Source: an optimization exercise on an open RTL-to-GDS flow (aim: small area, a short achievable clock period and few clock cycles). Production flows keep margins and buffers that such runs may drop.
In this exercise RTL edits were held to simulation tests only and were not proved equivalent to the original.
Power figures rest on the tool's default switching activity, not on a simulated workload.

[design/flow/config.mk]
export PLATFORM = sky130hd
export DESIGN_NAME = cpu
export DESIGN_NICKNAME = cpu
export VERILOG_FILES = /design/flow/design.v
export SDC_FILE = /design/flow/constraint.sdc
export NUM_CORES = 4
export LEC_CHECK = 0
export CAP_MARGIN = 35
export CORE_MARGIN = 2
export CORE_UTILIZATION = 40
export PLACE_DENSITY = 0.6
export SETUP_SLACK_MARGIN = 1
export SLEW_MARGIN = 35
[design/flow/flow/run.sh]
#!/bin/bash
# Standard layout, with the port buffers made of plain buf cells instead of
# the delay-buffer cells buffer_ports picks by default.
set -euo pipefail
bash standard.sh BUFFER_PORTS_ARGS="-buffer_cell sky130_fd_sc_hd__buf_4" finish > standard.log 2>&1
[design/flow/design.v]
`timescale 10ns / 10ns
module cpu(
    input clk,
    input rst,
    input [7:0] op_code,
    input [7:0] arg1,
    input [7:0] arg2,
    input [31:0] dataparams,
    output [15:0] dataindex,
    output [15:0] program_counter,
    output arr_trigger,
    output arr_write,
    output [15:0] arr_addr,
    output [31:0] arr_wdata,
    input [31:0] arr_rdata,
    input arr_done,
    output halted
);
    localparam [1:0] S_BOOT0 = 2'd0, S_BOOT1 = 2'd1, S_RUN = 2'd2, S_HALT = 2'd3;
    reg [1:0] st;
    reg [1:0] ph;                    
    reg [15:0] cur_pc;               
    reg [15:0] tgt_r;                
    reg busy;                        
    reg squash;                      
    reg dz;                          
    reg [4:0] dsh;                   
    reg [31:0] T_r, N;               
    reg byp_dp;                      
    reg rd_wait;                     
    wire [31:0] T = byp_dp ? dataparams : rd_wait ? arr_rdata : T_r;
    reg [31:0] sram [0:13];          
    reg [3:0] p;                     
    reg [31:0] lva [0:31];           
    reg [4:0] fb, ftop;              
    reg [20:0] cs [0:14];            
    reg [3:0] csp;
    reg [15:0] inv_addr;             
    reg [7:0] mcnt;                  
    reg [31:0] Q;                    
    reg [5:0] dcnt;                  
    function [32:0] kadd32(input [31:0] a, input [31:0] b, input cin);
        reg [31:0] g, pp, G, P, c;
        integer k, d;
        begin
            g = a & b;
            pp = a ^ b;
            G = g;
            P = pp;
            for (d = 1; d < 32; d = d * 2)
                for (k = 31; k >= d; k = k - 1) begin
                    G[k] = G[k] | (P[k] & G[k - d]);
                    P[k] = P[k] & P[k - d];
                end
            c[0] = cin;
            for (k = 1; k < 32; k = k + 1)
                c[k] = G[k - 1] | (P[k - 1] & cin);
            kadd32 = {G[31] | (P[31] & cin), pp ^ c};
        end
    endfunction
    function [15:0] kadd16(input [15:0] a, input [15:0] b);
        reg [15:0] g, pp, G, P, c;
        integer k, d;
        begin
            g = a & b;
            pp = a ^ b;
            G = g;
            P = pp;
            for (d = 1; d < 16; d = d * 2)
                for (k = 15; k >= d; k = k - 1) begin
                    G[k] = G[k] | (P[k] & G[k - d]);
                    P[k] = P[k] & P[k - d];
                end
            c[0] = 1'b0;
            for (k = 1; k < 16; k = k + 1)
                c[k] = G[k - 1];
            kadd16 = pp ^ c;
        end
    endfunction
    function [63:0] mulcs(input [15:0] a, input [15:0] b);
        reg [31:0] c1_0, c1_1, c1_2, c1_3, c1_4, c2_0, c2_1, c2_2, c3_0, c3_1, c4_0, c4_1, c5_0, c6_0, r0, r1, r10, r11, r12, r13, r14, r15, r2, r3, r4, r5, r6, r7, r8, r9, s1_0, s1_1, s1_2, s1_3, s1_4, s2_0, s2_1, s2_2, s3_0, s3_1, s4_0, s4_1, s5_0, s6_0;
        begin
            r0 = b[0] ? ({16'd0, a} << 0) : 32'd0;
            r1 = b[1] ? ({16'd0, a} << 1) : 32'd0;
            r2 = b[2] ? ({16'd0, a} << 2) : 32'd0;
            r3 = b[3] ? ({16'd0, a} << 3) : 32'd0;
            r4 = b[4] ? ({16'd0, a} << 4) : 32'd0;
            r5 = b[5] ? ({16'd0, a} << 5) : 32'd0;
            r6 = b[6] ? ({16'd0, a} << 6) : 32'd0;
            r7 = b[7] ? ({16'd0, a} << 7) : 32'd0;
            r8 = b[8] ? ({16'd0, a} << 8) : 32'd0;
            r9 = b[9] ? ({16'd0, a} << 9) : 32'd0;
            r10 = b[10] ? ({16'd0, a} << 10) : 32'd0;
            r11 = b[11] ? ({16'd0, a} << 11) : 32'd0;
            r12 = b[12] ? ({16'd0, a} << 12) : 32'd0;
            r13 = b[13] ? ({16'd0, a} << 13) : 32'd0;
            r14 = b[14] ? ({16'd0, a} << 14) : 32'd0;
            r15 = b[15] ? ({16'd0, a} << 15) : 32'd0;
            s1_0 = r0 ^ r1 ^ r2;
            c1_0 = ((r0 & r1) | (r0 & r2) | (r1 & r2)) << 1;
            s1_1 = r3 ^ r4 ^ r5;
            c1_1 = ((r3 & r4) | (r3 & r5) | (r4 & r5)) << 1;
            s1_2 = r6 ^ r7 ^ r8;
            c1_2 = ((r6 & r7) | (r6 & r8) | (r7 & r8)) << 1;
            s1_3 = r9 ^ r10 ^ r11;
            c1_3 = ((r9 & r10) | (r9 & r11) | (r10 & r11)) << 1;
            s1_4 = r12 ^ r13 ^ r14;
            c1_4 = ((r12 & r13) | (r12 & r14) | (r13 & r14)) << 1;
            s2_0 = s1_0 ^ c1_0 ^ s1_1;
            c2_0 = ((s1_0 & c1_0) | (s1_0 & s1_1) | (c1_0 & s1_1)) << 1;
            s2_1 = c1_1 ^ s1_2 ^ c1_2;
            c2_1 = ((c1_1 & s1_2) | (c1_1 & c1_2) | (s1_2 & c1_2)) << 1;
            s2_2 = s1_3 ^ c1_3 ^ s1_4;
            c2_2 = ((s1_3 & c1_3) | (s1_3 & s1_4) | (c1_3 & s1_4)) << 1;
            s3_0 = s2_0 ^ c2_0 ^ s2_1;
            c3_0 = ((s2_0 & c2_0) | (s2_0 & s2_1) | (c2_0 & s2_1)) << 1;
            s3_1 = c2_1 ^ s2_2 ^ c2_2;
            c3_1 = ((c2_1 & s2_2) | (c2_1 & c2_2) | (s2_2 & c2_2)) << 1;
            s4_0 = s3_0 ^ c3_0 ^ s3_1;
            c4_0 = ((s3_0 & c3_0) | (s3_0 & s3_1) | (c3_0 & s3_1)) << 1;
            s4_1 = c3_1 ^ c1_4 ^ r15;
            c4_1 = ((c3_1 & c1_4) | (c3_1 & r15) | (c1_4 & r15)) << 1;
            s5_0 = s4_0 ^ c4_0 ^ s4_1;
            c5_0 = ((s4_0 & c4_0) | (s4_0 & s4_1) | (c4_0 & s4_1)) << 1;
            s6_0 = s5_0 ^ c5_0 ^ c4_1;
            c6_0 = ((s5_0 & c5_0) | (s5_0 & c4_1) | (c5_0 & c4_1)) << 1;
            mulcs = {c6_0, s6_0};
        end
    endfunction
    localparam [7:0]
        OP_NOP = 8'h00, OP_BIPUSH = 8'h10, OP_SIPUSH = 8'h11, OP_LDC = 8'h12,
        OP_ILOAD = 8'h15, OP_IALOAD = 8'h2e, OP_BALOAD = 8'h33, OP_ISTORE = 8'h36,
        OP_IASTORE = 8'h4f, OP_BASTORE = 8'h54, OP_POP = 8'h57, OP_DUP = 8'h59,
        OP_IADD = 8'h60, OP_ISUB = 8'h64, OP_IMUL = 8'h68, OP_IDIV = 8'h6c,
        OP_IREM = 8'h70, OP_INEG = 8'h74, OP_ISHL = 8'h78, OP_ISHR = 8'h7a,
        OP_IAND = 8'h7e, OP_IOR = 8'h80, OP_IXOR = 8'h82, OP_IINC = 8'h84,
        OP_GOTO = 8'ha7, OP_IRETURN = 8'hac, OP_ARETURN = 8'hb0, OP_RETURN = 8'hb1,
        OP_INVOKE = 8'hb8, OP_NEWARRAY = 8'hbc;
    wire [7:0] op = op_code;
    wire d_iconst  = (op >= 8'h02) && (op <= 8'h08);
    wire d_iload_n = (op >= 8'h1a && op <= 8'h1d) || (op >= 8'h2a && op <= 8'h2d);
    wire d_istore_n = (op >= 8'h3b && op <= 8'h3e) || (op >= 8'h4b && op <= 8'h4e);
    wire d_if      = (op >= 8'h99) && (op <= 8'h9e);
    wire d_ificmp  = (op >= 8'h9f) && (op <= 8'ha4);
    wire d_iload   = d_iload_n || op == OP_ILOAD;
    wire d_istore  = d_istore_n || op == OP_ISTORE;
    wire d_iaload  = op == OP_IALOAD || op == OP_BALOAD;
    wire d_iastore = op == OP_IASTORE || op == OP_BASTORE;
    wire d_ret     = op == OP_IRETURN || op == OP_ARETURN || op == OP_RETURN;
    wire d_div     = op == OP_IDIV || op == OP_IREM;
    wire d_alu2    = op == OP_IADD || op == OP_ISUB || op == OP_ISHL ||
                     op == OP_ISHR || op == OP_IAND || op == OP_IOR || op == OP_IXOR;
    reg [1:0] len;
    always @(*) begin
        if (op == OP_SIPUSH || op == OP_IINC || d_if || d_ificmp || op == OP_GOTO || op == OP_INVOKE)
            len = 2'd3;
        else if (op == OP_BIPUSH || op == OP_LDC || op == OP_ILOAD || op == OP_ISTORE || op == OP_NEWARRAY)
            len = 2'd2;
        else
            len = 2'd1;
    end
    reg [4:0] lidx;
    always @(*) begin
        if (op == OP_ILOAD || op == OP_ISTORE || op == OP_IINC)
            lidx = arg1[4:0];
        else if (d_iload_n)
            lidx = {3'b000, ~op[1], op[0]};
        else
            lidx = {3'b000, op[1] ^ op[0], ~op[0]};
    end
    wire [3:0] pm1 = p - 4'd1;
    wire [3:0] pm2 = p - 4'd2;
    wire [3:0] pm3 = p - 4'd3;
    wire [31:0] rd  = sram[d_iastore ? pm2 : pm1];
    wire [31:0] rdb = sram[d_iastore ? pm3 : pm2];
    wire [4:0] laddr = fb + lidx;
    wire [31:0] lrd = lva[laddr];
    wire [20:0] cs_top = cs[csp - 4'd1];
    wire t_eqz = (T == 32'd0);
    wire t_ltz = T[31];
    wire nt_eq = (N == T);
    wire [32:0] nt_sub = kadd32(N, ~T, 1'b1);
    wire nt_lt = (N[31] != T[31]) ? N[31] : !nt_sub[32];
    reg cond;
    always @(*) begin
        case (op)
            8'h99: cond = t_eqz;
            8'h9a: cond = !t_eqz;
            8'h9b: cond = t_ltz;
            8'h9c: cond = !t_ltz;
            8'h9d: cond = !t_ltz && !t_eqz;
            8'h9e: cond = t_ltz || t_eqz;
            8'h9f: cond = nt_eq;
            8'ha0: cond = !nt_eq;
            8'ha1: cond = nt_lt;
            8'ha2: cond = !nt_lt;
            8'ha3: cond = !nt_lt && !nt_eq;
            default: cond = nt_lt || nt_eq;
        endcase
    end
    function [4:0] msb32(input [31:0] x);
        reg [15:0] y16;
        reg [7:0] y8;
        reg [3:0] y4;
        reg [1:0] y2;
        begin
            msb32[4] = |x[31:16];
            y16 = msb32[4] ? x[31:16] : x[15:0];
            msb32[3] = |y16[15:8];
            y8 = msb32[3] ? y16[15:8] : y16[7:0];
            msb32[2] = |y8[7:4];
            y4 = msb32[2] ? y8[7:4] : y8[3:0];
            msb32[1] = |y4[3:2];
            y2 = msb32[1] ? y4[3:2] : y4[1:0];
            msb32[0] = y2[1];
        end
    endfunction
    wire [4:0] msb_n = msb32(N);
    wire [4:0] msb_t = msb32(T_r);
    wire div_zero = !dsub1[32];                          
    wire [4:0] dshift = msb_n - msb_t;
    wire [31:0] sh_in  = d_div ? T_r : N;
    wire [4:0]  sh_amt = d_div ? dsh : T[4:0];
    wire [31:0] shl = sh_in << sh_amt;
    wire [31:0] shr = N >> T[4:0];
    wire [32:0] sum_add = kadd32(N, T, 1'b0);
    reg [31:0] alu;
    always @(*) begin
        case (op)
            OP_IADD: alu = sum_add[31:0];
            OP_ISUB: alu = nt_sub[31:0];
            OP_ISHL: alu = shl;
            OP_ISHR: alu = shr;
            OP_IAND: alu = N & T;
            OP_IOR:  alu = N | T;
            default: alu = N ^ T;
        endcase
    end
    reg [32:0] M3;
    wire [32:0] dsub1 = kadd32(N, ~T_r, 1'b1);                  
    wire [32:0] dsubh = kadd32(N, ~{1'b0, T_r[31:1]}, 1'b1);    
    wire [32:0] dsub3 = kadd32(N, ~M3[31:0], 1'b1);             
    wire dgeh = dsubh[32];
    wire dge1 = dsub1[32];
    wire dge3 = !M3[32] && dsub3[32];
    wire dtwo = (dcnt >= 6'd2);
    reg [31:0] dr_n;
    reg [1:0] ddig;
    always @(*) begin
        if (!dtwo) begin
            ddig = {1'b0, dge1};
            dr_n = dge1 ? dsub1[31:0] : N;
        end else if (dge3) begin
            ddig = 2'd3;
            dr_n = dsub3[31:0];
        end else if (dge1) begin
            ddig = 2'd2;
            dr_n = dsub1[31:0];
        end else if (dgeh) begin
            ddig = 2'd1;
            dr_n = dsubh[31:0];
        end else begin
            ddig = 2'd0;
            dr_n = N;
        end
    end
    wire [31:0] dd_n = dtwo ? {2'b00, T_r[31:2]} : {1'b0, T_r[31:1]};
    wire [31:0] dq_n = dtwo ? {Q[29:0], ddig} : {Q[30:0], ddig[0]};
    wire dlast = (dcnt <= 6'd2);
    wire [32:0] m3_init = kadd32(shl, {1'b0, shl[31:1]}, 1'b0);
    always @(posedge clk) begin
        if (d_div && ph == 2'd1)
            M3 <= m3_init;
        else if (d_div && ph == 2'd2)
            M3 <= {2'b00, M3[32:2]};
    end
    reg [15:0] pc_ref;
    reg [1:0] st_n, ph_n;
    reg [31:0] T_n, N_n;
    reg [3:0] p_n;
    reg s_we;
    reg l_we;
    reg [4:0] l_wa;
    reg [31:0] l_wd;
    reg c_push, c_pop;
    reg [4:0] fb_n, ftop_n;
    reg trig, awr;
    reg [15:0] aaddr;
    reg halt_now;
    reg [15:0] inv_addr_n;
    reg [7:0] mcnt_n;
    reg [31:0] Q_n;
    reg [5:0] dcnt_n;
    reg byp_dp_n, rd_wait_n, squash_n, dz_n;
    reg [4:0] dsh_n;
    wire [32:0] inc_sum = kadd32(Q, {24'd0, arg2}, 1'b0);
    wire [63:0] mul_cs = mulcs(N[15:0], T_r[15:0]);
    wire [32:0] mul_sum = kadd32(T_r, Q, 1'b0);
    wire [32:0] neg_t = kadd32(32'd0, ~T, 1'b1);
    wire can_trig = !busy || arr_done;
    wire [15:0] pc_p1 = kadd16(cur_pc, 16'd1);
    wire [15:0] pc_p2 = kadd16(cur_pc, 16'd2);
    wire [15:0] pc_p3 = kadd16(cur_pc, 16'd3);
    wire [15:0] seq_pc = (len == 2'd3) ? pc_p3 : (len == 2'd2) ? pc_p2 : pc_p1;
    reg [31:0] iconst_val;
    always @(*) begin
        case (op[3:0])
            4'h2: iconst_val = 32'hffff_ffff;
            4'h4: iconst_val = 32'd1;
            4'h5: iconst_val = 32'd2;
            4'h6: iconst_val = 32'd3;
            4'h7: iconst_val = 32'd4;
            4'h8: iconst_val = 32'd5;
            default: iconst_val = 32'd0;
        endcase
    end
    wire f_nop   = (op == OP_NOP);
    wire f_arr   = d_iaload || d_iastore;
    wire f_two   = (op == OP_IINC) || (op == OP_IMUL);
    wire f_inv   = (op == OP_INVOKE);
    reg k_iinc, k_imul, k_div, k_inv;
    always @(posedge clk) begin
        k_iinc <= (op == OP_IINC);
        k_imul <= (op == OP_IMUL);
        k_div <= d_div;
        k_inv <= f_inv;
    end
    wire div_fin = (ph == 2'd1 && dz) || (ph == 2'd2 && dlast);
    wire inv_dp  = (ph == 2'd1) && (dataparams[15:9] == 7'd0);
    wire inv_r   = (ph == 2'd2) && (mcnt == 8'd1);
    wire rd_stall = rd_wait && !arr_done;
    reg [15:0] pc_alt;
    always @(*) begin
        if (st == S_BOOT0)      pc_alt = 16'h0000;
        else if (st == S_BOOT1) pc_alt = dataparams[31:16];
        else if (st == S_HALT)  pc_alt = cur_pc;
        else if (k_iinc)        pc_alt = pc_p3;
        else if (k_imul)        pc_alt = pc_p1;
        else if (k_div)         pc_alt = div_fin ? pc_p1 : cur_pc;
        else if (k_inv)         pc_alt = inv_dp ? dataparams[31:16] : inv_r ? inv_addr : cur_pc;
        else                    pc_alt = cur_pc;
    end
    wire use_alt = (st != S_RUN) || (ph != 2'd0);
    wire c_hold = f_nop || f_two || d_div || f_inv || (f_arr && !can_trig);
    wire c_l2   = (len == 2'd2);
    wire c_l3   = (len == 2'd3) && (op != OP_IINC) && !f_inv;
    wire c_l1   = !(c_hold || c_l2 || c_l3 || d_ret);
    wire [15:0] pc_dec = ({16{c_l1}} & pc_p1) | ({16{c_l2}} & pc_p2) | ({16{c_l3}} & pc_p3) |
                         ({16{c_hold}} & cur_pc) | ({16{d_ret}} & cs_top[20:5]);
    wire [15:0] pc_y = use_alt ? pc_alt : pc_dec;
    wire [15:0] pc_out = squash ? tgt_r : rd_stall ? cur_pc : pc_y;
    always @(*) begin
        pc_ref = cur_pc;
        st_n = st;
        ph_n = 2'd0;
        T_n = T;
        N_n = N;
        p_n = p;
        s_we = 1'b0;
        byp_dp_n = 1'b0;
        rd_wait_n = rd_wait && !arr_done;
        squash_n = 1'b0;
        dz_n = dz;
        dsh_n = dsh;
        l_we = 1'b0;
        l_wa = laddr;
        l_wd = T;
        c_push = 1'b0;
        c_pop = 1'b0;
        fb_n = fb;
        ftop_n = ftop;
        trig = 1'b0;
        awr = 1'b0;
        aaddr = T[15:0];
        halt_now = 1'b0;
        inv_addr_n = inv_addr;
        mcnt_n = mcnt;
        Q_n = Q;
        dcnt_n = dcnt;
        case (st)
            S_BOOT0: begin
                pc_ref = 16'h0000;
                st_n = S_BOOT1;
            end
            S_BOOT1: begin
                pc_ref = dataparams[31:16];
                fb_n = 5'd0;
                ftop_n = dataparams[4:0];
                st_n = S_RUN;
            end
            S_HALT: begin
                pc_ref = cur_pc;
            end
            default: begin
                pc_ref = seq_pc;
                if (squash) begin
                    pc_ref = tgt_r;
                end
                else if (rd_wait && !arr_done) begin
                    pc_ref = cur_pc;
                    T_n = T_r;
                    ph_n = ph;
                end
                else if (op == OP_NOP) begin
                    pc_ref = cur_pc;
                    if (can_trig) begin
                        halt_now = 1'b1;
                        st_n = S_HALT;
                    end
                end
                else if (d_iconst || op == OP_BIPUSH || op == OP_SIPUSH || d_iload) begin
                    s_we = 1'b1;
                    N_n = T;
                    p_n = p + 4'd1;
                    if (d_iconst)
                        T_n = iconst_val;
                    else if (op == OP_BIPUSH)
                        T_n = {{24{arg1[7]}}, arg1};
                    else if (op == OP_SIPUSH)
                        T_n = {{16{arg1[7]}}, arg1, arg2};
                    else
                        T_n = lrd;
                end
                else if (op == OP_LDC) begin
                    s_we = 1'b1;
                    N_n = T;
                    p_n = p + 4'd1;
                    byp_dp_n = 1'b1;
                end
                else if (d_istore) begin
                    l_we = 1'b1;
                    T_n = N;
                    N_n = rd;
                    p_n = pm1;
                end
                else if (op == OP_IINC) begin
                    if (ph == 2'd0) begin
                        pc_ref = cur_pc;
                        ph_n = 2'd1;
                        Q_n = lrd;
                    end else begin
                        l_we = 1'b1;
                        l_wd = inc_sum[31:0];
                    end
                end
                else if (op == OP_IMUL) begin
                    if (ph == 2'd0 && (byp_dp || rd_wait)) begin
                        pc_ref = cur_pc;
                    end
                    else if (ph == 2'd0) begin
                        pc_ref = cur_pc;
                        ph_n = 2'd1;
                        T_n = mul_cs[31:0];
                        Q_n = mul_cs[63:32];
                    end else begin
                        T_n = mul_sum[31:0];
                        N_n = rd;
                        p_n = pm1;
                    end
                end
                else if (d_alu2) begin
                    T_n = alu;
                    N_n = rd;
                    p_n = pm1;
                end
                else if (op == OP_INEG) begin
                    T_n = neg_t[31:0];
                end
                else if (op == OP_POP) begin
                    T_n = N;
                    N_n = rd;
                    p_n = pm1;
                end
                else if (op == OP_DUP) begin
                    s_we = 1'b1;
                    N_n = T;
                    p_n = p + 4'd1;
                end
                else if (op == OP_NEWARRAY) begin
                    T_n = 32'd0;
                end
                else if (op == OP_GOTO) begin
                    squash_n = 1'b1;
                end
                else if (d_if) begin
                    T_n = N;
                    N_n = rd;
                    p_n = pm1;
                    squash_n = cond;
                end
                else if (d_ificmp) begin
                    T_n = rd;
                    N_n = rdb;
                    p_n = pm2;
                    squash_n = cond;
                end
                else if (d_iaload) begin
                    if (can_trig) begin
                        trig = 1'b1;
                        N_n = rd;
                        p_n = pm1;
                        rd_wait_n = 1'b1;
                    end else begin
                        pc_ref = cur_pc;
                    end
                end
                else if (d_iastore) begin
                    aaddr = N[15:0];
                    awr = 1'b1;
                    if (can_trig) begin
                        trig = 1'b1;
                        T_n = rd;
                        N_n = rdb;
                        p_n = pm3;
                    end else begin
                        pc_ref = cur_pc;
                    end
                end
                else if (d_div) begin
                    if (ph == 2'd0 && (byp_dp || rd_wait)) begin
                        pc_ref = cur_pc;
                    end
                    else if (ph == 2'd0) begin
                        pc_ref = cur_pc;
                        ph_n = 2'd1;
                        Q_n = 32'd0;
                        dz_n = div_zero;
                        dsh_n = dshift;
                    end
                    else if (ph == 2'd1 && !dz) begin
                        pc_ref = cur_pc;
                        ph_n = 2'd2;
                        T_n = shl;
                        dcnt_n = {1'b0, dsh} + 6'd1;
                    end else begin
                        Q_n = dq_n;
                        dcnt_n = dcnt - (dtwo ? 6'd2 : 6'd1);
                        if (dlast || dz) begin
                            if (dz)
                                T_n = (op == OP_IREM) ? N : 32'd0;
                            else
                                T_n = (op == OP_IREM) ? dr_n : dq_n;
                            N_n = rd;
                            p_n = pm1;
                        end else begin
                            pc_ref = cur_pc;
                            ph_n = 2'd2;
                            T_n = dd_n;
                            N_n = dr_n;
                        end
                    end
                end
                else if (d_ret) begin
                    pc_ref = cs_top[20:5];
                    fb_n = cs_top[4:0];
                    ftop_n = fb;
                    c_pop = 1'b1;
                end
                else if (op == OP_INVOKE) begin
                    pc_ref = cur_pc;
                    if (ph == 2'd0) begin
                        c_push = 1'b1;
                        ph_n = 2'd1;
                    end else if (ph == 2'd1) begin
                        inv_addr_n = dataparams[31:16];
                        fb_n = ftop;
                        ftop_n = ftop + dataparams[4:0];
                        if (dataparams[15:8] == 8'd0) begin
                            pc_ref = dataparams[31:16];
                        end else begin
                            l_we = 1'b1;
                            l_wa = ftop + dataparams[12:8] - 5'd1;
                            T_n = N;
                            N_n = rd;
                            p_n = pm1;
                            mcnt_n = dataparams[15:8] - 8'd1;
                            if (dataparams[15:8] == 8'd1)
                                pc_ref = dataparams[31:16];
                            else
                                ph_n = 2'd2;
                        end
                    end else begin
                        l_we = 1'b1;
                        l_wa = fb + mcnt[4:0] - 5'd1;
                        T_n = N;
                        N_n = rd;
                        p_n = pm1;
                        mcnt_n = mcnt - 8'd1;
                        if (mcnt == 8'd1)
                            pc_ref = inv_addr;
                        else
                            ph_n = 2'd2;
                    end
                end
            end
        endcase
    end
    always @(posedge clk) begin
        cur_pc <= pc_out;
        tgt_r <= kadd16(cur_pc, {arg1, arg2});
        ph <= ph_n;
        st <= st_n;
        T_r <= T_n;
        byp_dp <= byp_dp_n;
        rd_wait <= rd_wait_n;
        squash <= squash_n;
        dz <= dz_n;
        dsh <= dsh_n;
        N <= N_n;
        p <= p_n;
        fb <= fb_n;
        ftop <= ftop_n;
        inv_addr <= inv_addr_n;
        mcnt <= mcnt_n;
        Q <= Q_n;
        dcnt <= dcnt_n;
        busy <= (busy && !arr_done) || trig;
        if (c_push)
            csp <= csp + 4'd1;
        else if (c_pop)
            csp <= csp - 4'd1;
        if (rst) begin
            st <= S_BOOT0;
            ph <= 2'd0;
            p <= 4'd14;
            csp <= 4'd0;
            busy <= 1'b0;
            byp_dp <= 1'b0;
            rd_wait <= 1'b0;
            squash <= 1'b0;
            cur_pc <= 16'h0000;
        end
    end
    always @(posedge clk) begin
        if (s_we && p < 4'd14)
            sram[p] <= N;
        if (l_we && !rst)
            lva[l_wa] <= l_wd;
        if (c_push && !rst)
            cs[csp] <= {seq_pc, fb};
    end
    assign program_counter = pc_out;
    assign dataindex = (st == S_RUN) ? (op[7] ? {arg1, arg2} : {8'h00, arg1}) : 16'h0000;
    wire run_ok = (st == S_RUN) && !squash && !rd_stall;
    assign halted = (st == S_HALT) || (run_ok && f_nop && can_trig);
    assign arr_trigger = run_ok && f_arr && can_trig;
    assign arr_write = op[6];
    assign arr_addr = op[6] ? N[15:0] : T[15:0];
    assign arr_wdata = T;
endmodule
[design/flow/constraint.sdc]
create_clock -name core_clock -period 9.0 [get_ports {clk}]
set_input_delay 1.8000 -clock core_clock [delete_from_list [all_inputs] [get_ports {clk}]]
set_output_delay 1.8000 -clock core_clock [all_outputs]
set_load 0.01 [all_outputs]
[design/flow/standard.sh]
#!/bin/bash
# synth_recipe.tcl (not shown) runs the flow's synth.tcl, then flattens the netlist and writes it again
# the make line also repeats each setting of config.mk as NAME=value (left out here)
make -C /OpenROAD-flow-scripts/flow DESIGN_CONFIG=/design/flow/config.mk WORK_HOME=/design/flow/orfs CLKGATE_MAP_FILE= SYNTH_SCRIPT=/design/flow/synth_recipe.tcl "${@:-finish}"
==> results_dict.tcl <==
set metrics [dict create \
    fin_skew_ns 0.116 \
    drive_gt1_share_pct 18.8 \
    synth_seq_cells 2014 \
    cts_made_buffers 216 \
    die_h_um 559 \
    startpoint_type "primary input" \
    dieWidth_um 559 \
    layout_commonest_cell "edfxtp_1" \
    power_density_nw_per_um2 330 \
    peakVddDrop_uv 968 \
    crit_slowest_cell "o22a_4" \
    outcome "complete, no violations" \
    required_ns 7.20 \
    start_util_pct 40.2 \
    cp.arrival_ns 5.97 \
    synthToLayoutAreaGrowth_pct 14.7 \
    synthFlopType "edfxtp_1" \
    place.gp.congestion 1.12 \
    synth_area_um2 123000 \
    ys_seq_area_share_pct 48.7 \
    place_hpwl_um 483000 \
    layout.nets 11700 \
    slowest_delay_ns 0.48 \
    cts_sinks 2014 \
    hold_buffers 0 \
    setup_tns_ns 0 \
    clock.fmax_ghz 0.129 \
    seq_area_um2 60000 \
    boundaryPins 174 \
    leakage_nw 50.2 \
    synth_nets 11300 \
    cts.clk_slew.worst_paths_ns 0.06 \
    wirelength_um 667000 \
    crit_type "in2out" \
    finalHoldViolations 0 \
    core_area_um2 306000 \
    nFillCells 27800 \
    mostFrequentLayoutCells "edfxtp_1 (1962), nand2_1 (871), buf_4 (851)" \
    avgSynthCellArea_um2 11.7 \
    ant_nets 0 \
    dieArea_um2 312000 \
    drv_cap 0 \
    grt_pass1_wl_um 888000 \
    crit_path_end_kind "primary output" \
    crit_chain "buf_4, inv_1, ha_1, buf_4, nand3_1, o22a_4, inv_2, buf_4, nor3_1, o211ai_1, buf_4, nor2_1, nand4_1, nor4b_1, a211oi_1, a31oi_1, a21oi_1, buf_4" \
    clk_path_buf_depth 4 \
    cts_max_level 4 \
    ys_warn_count 1 \
    gr-total-overflow 0 \
    synth_cell_types 105 \
    finalCriticalPeriod_ns 7.77 \
    cpMostUsedCell "buf_4" \
    grt.total_usage_pct 41.5 \
    post-route-period-util_pct 86.4 \
    synthArstFlopShare_pct 0 \
    setup_violations 0 \
    synth_edf_count 1962 \
    root_buffer "clkbuf_16" \
    cts_tree "built" \
    drc_errors 0 \
    rrSetupSlack_ns 1.28 \
    grt_max_degree 93 \
    drt_iter0_drc 16500 \
    vias 105000 \
    post_cts_buffers 0 \
    preCtsSetupSlack_ns 0.475 \
    relSlewSlack_pct 23.5 \
    worstRegToRegCells 17 \
    netlist_instances 10500 \
    finalMaxSlewViolations 0 \
    rows 203 \
    routedWlPerCell_um 43.7 \
    hold_path_class "reg2reg" \
    clk_latency_ns 0.96 \
    dr.pass1.iters 9 \
    worstHoldPathCells 2 \
    path_max_fanout 14 \
    tightest_slew_ns 1.15 \
    rsz0062_at_grt "false" \
    multi_input_comb_area_um2 59600 \
    post_drt_via_cell_ratio 6.89 \
    antenna_found_initial 105 \
    grt_pass1_vias 99200 \
    fin_ws_ns 1.23 \
    placement.io_buffers 173 \
]
==> cell usage after synthesis (all sizes together), types with 48 or more instances <==
cell type,instances,share of area (%)
o221ai,99,0.70
o211ai,168,1.0
o21a,67,0.41
a211oi,259,1.6
clkbuf,516,1.6
fa,211,3.4
nand4,53,0.27
nor2,884,2.7
ha,434,4.4
o22ai,108,0.55
mux2i,371,3.0
edfxtp,1962,48
nand2,879,2.7
o21ai,573,2.3
and2,89,0.45
buf,219,0.88
a311oi,48,0.34
a31oi,128,0.65
a221oi,99,0.71
mux4,527,9.6
dfxtp,52,0.85
xor2,81,0.58
nand3,194,0.79
inv,486,1.5
nand2b,48,0.24
a21o,89,0.54
xnor2,197,1.4
a21oi,709,2.9
nor3,151,0.61
==> timing repair <==
| action | 4_1_cts | 5_1_grt |
|---|---|---|
| setup endpoints to repair | 0 | 11 |
| gates resized for setup | 0 | 5 |
| hold endpoints to repair | 0 | 0 |
==> metal layers <==
layer | track usage [%] | share of wire, %
met1 | 52.6 | 38
met2 | 59.6 | 42
met4 | 29.5 | 8.9
met3 | 13.5 | 12
met5 | 0.137 | 0.094
==> power breakdown <==
part	leakage [nW]	internal, mW	switching [mW]
Combinational	28.9	8.19	18.5
Clock	3.31	4.86	3.92
Sequential	18.0	10.9	0.208
Total	50.2	24.0	22.6
==> through the flow <==
stage	power (mW)	util, %	hold WS (ns)	cells	instance area (um2)
floorplan	23.6	-	0.444	10500	123000
global placement	36.3	43.6	0.453	14800	134000
detailed placement	36.3	43.8	0.459	14800	134000
CTS	45.1	46.0	0.467	15200	141000
global route	47.6	46.1	0.474	15200	141000
finish	46.6	46.2	0.469	15300	141000
==> area by class of cell <==
class	count	share of cell area, %
Inverter	503	1.34
Clock buffer	255	3.94
Sequential cell	2014	42.4
Multi-Input combinational cell	7263	42.2
Timing Repair Buffer	920	5.44
Clock inverter	142	0.870
Antenna cell	76	0.135
Tap cell	4100	3.63
==> flip-flops by register name, indices dropped and copies added, names as in the netlist, 5 cells and up <==
name and flops:
tgt_r 16, mcnt 8, inv_addr 16, cs 315
N 32, cur_pc 16, Q 32, dcnt 6
fb 5, dsh 5, lva 1024, T_r 32
M3 33, sram 448, ftop 5
==> worst max-delay path: cells and delay by family <==
| family | cells | cell delay (ns) |
|---|---|---|
| compound gates | 5 | 1.59 |
| buf+inv | 7 | 1.34 |
| simple gates | 5 | 0.98 |
| fa+ha+maj | 1 | 0.22 |
==> worst paths after layout <==
kind	end	start
hold / removal	cur_pc[10]	tgt_r[10]
setup reg to reg	T_r[15]	N[15]
setup / recovery	program_counter[8]	op_code[0]
hold reg to reg	cur_pc[10]	tgt_r[10]
==> cells by family after synthesis <==
logic type,share of synthesized area [%]
buf+inv,3.99
xor+xnor,1.99
flops,48.7
mux,13.0
fa+ha+maj,7.84
compound gates,15.0
simple gates,9.41
Testbench counts, summed over its fixed seeds: cycles 136,365.

-- re-timing with driven ports --
No port has a modelled driver above. Below, the same layout with a new extraction and two added sets of constraints.
Step 1 sets driving cells, clkbuf_16 on the clock port and buf_2 on the other inputs (assumed; they add their load-dependent delay and slew).
Step 2 also shifts input and output timing later by t, the mid clock arrival at the registers, as if the neighbouring blocks saw the same clock.
Slacks: ideal / step 1 / step 2; pairs: ideal / step 1.
t, ns: 1.019
slack for setup (ns): 1.226 / 1.099 / 0.447
worst slew at a driven data input, ns: 0.19
cell pins on the clock port's net: 1
After both steps this run still meets setup and hold. The setup slack of this run moves by -0.127 ns with the drivers and by -0.779 ns with both steps.
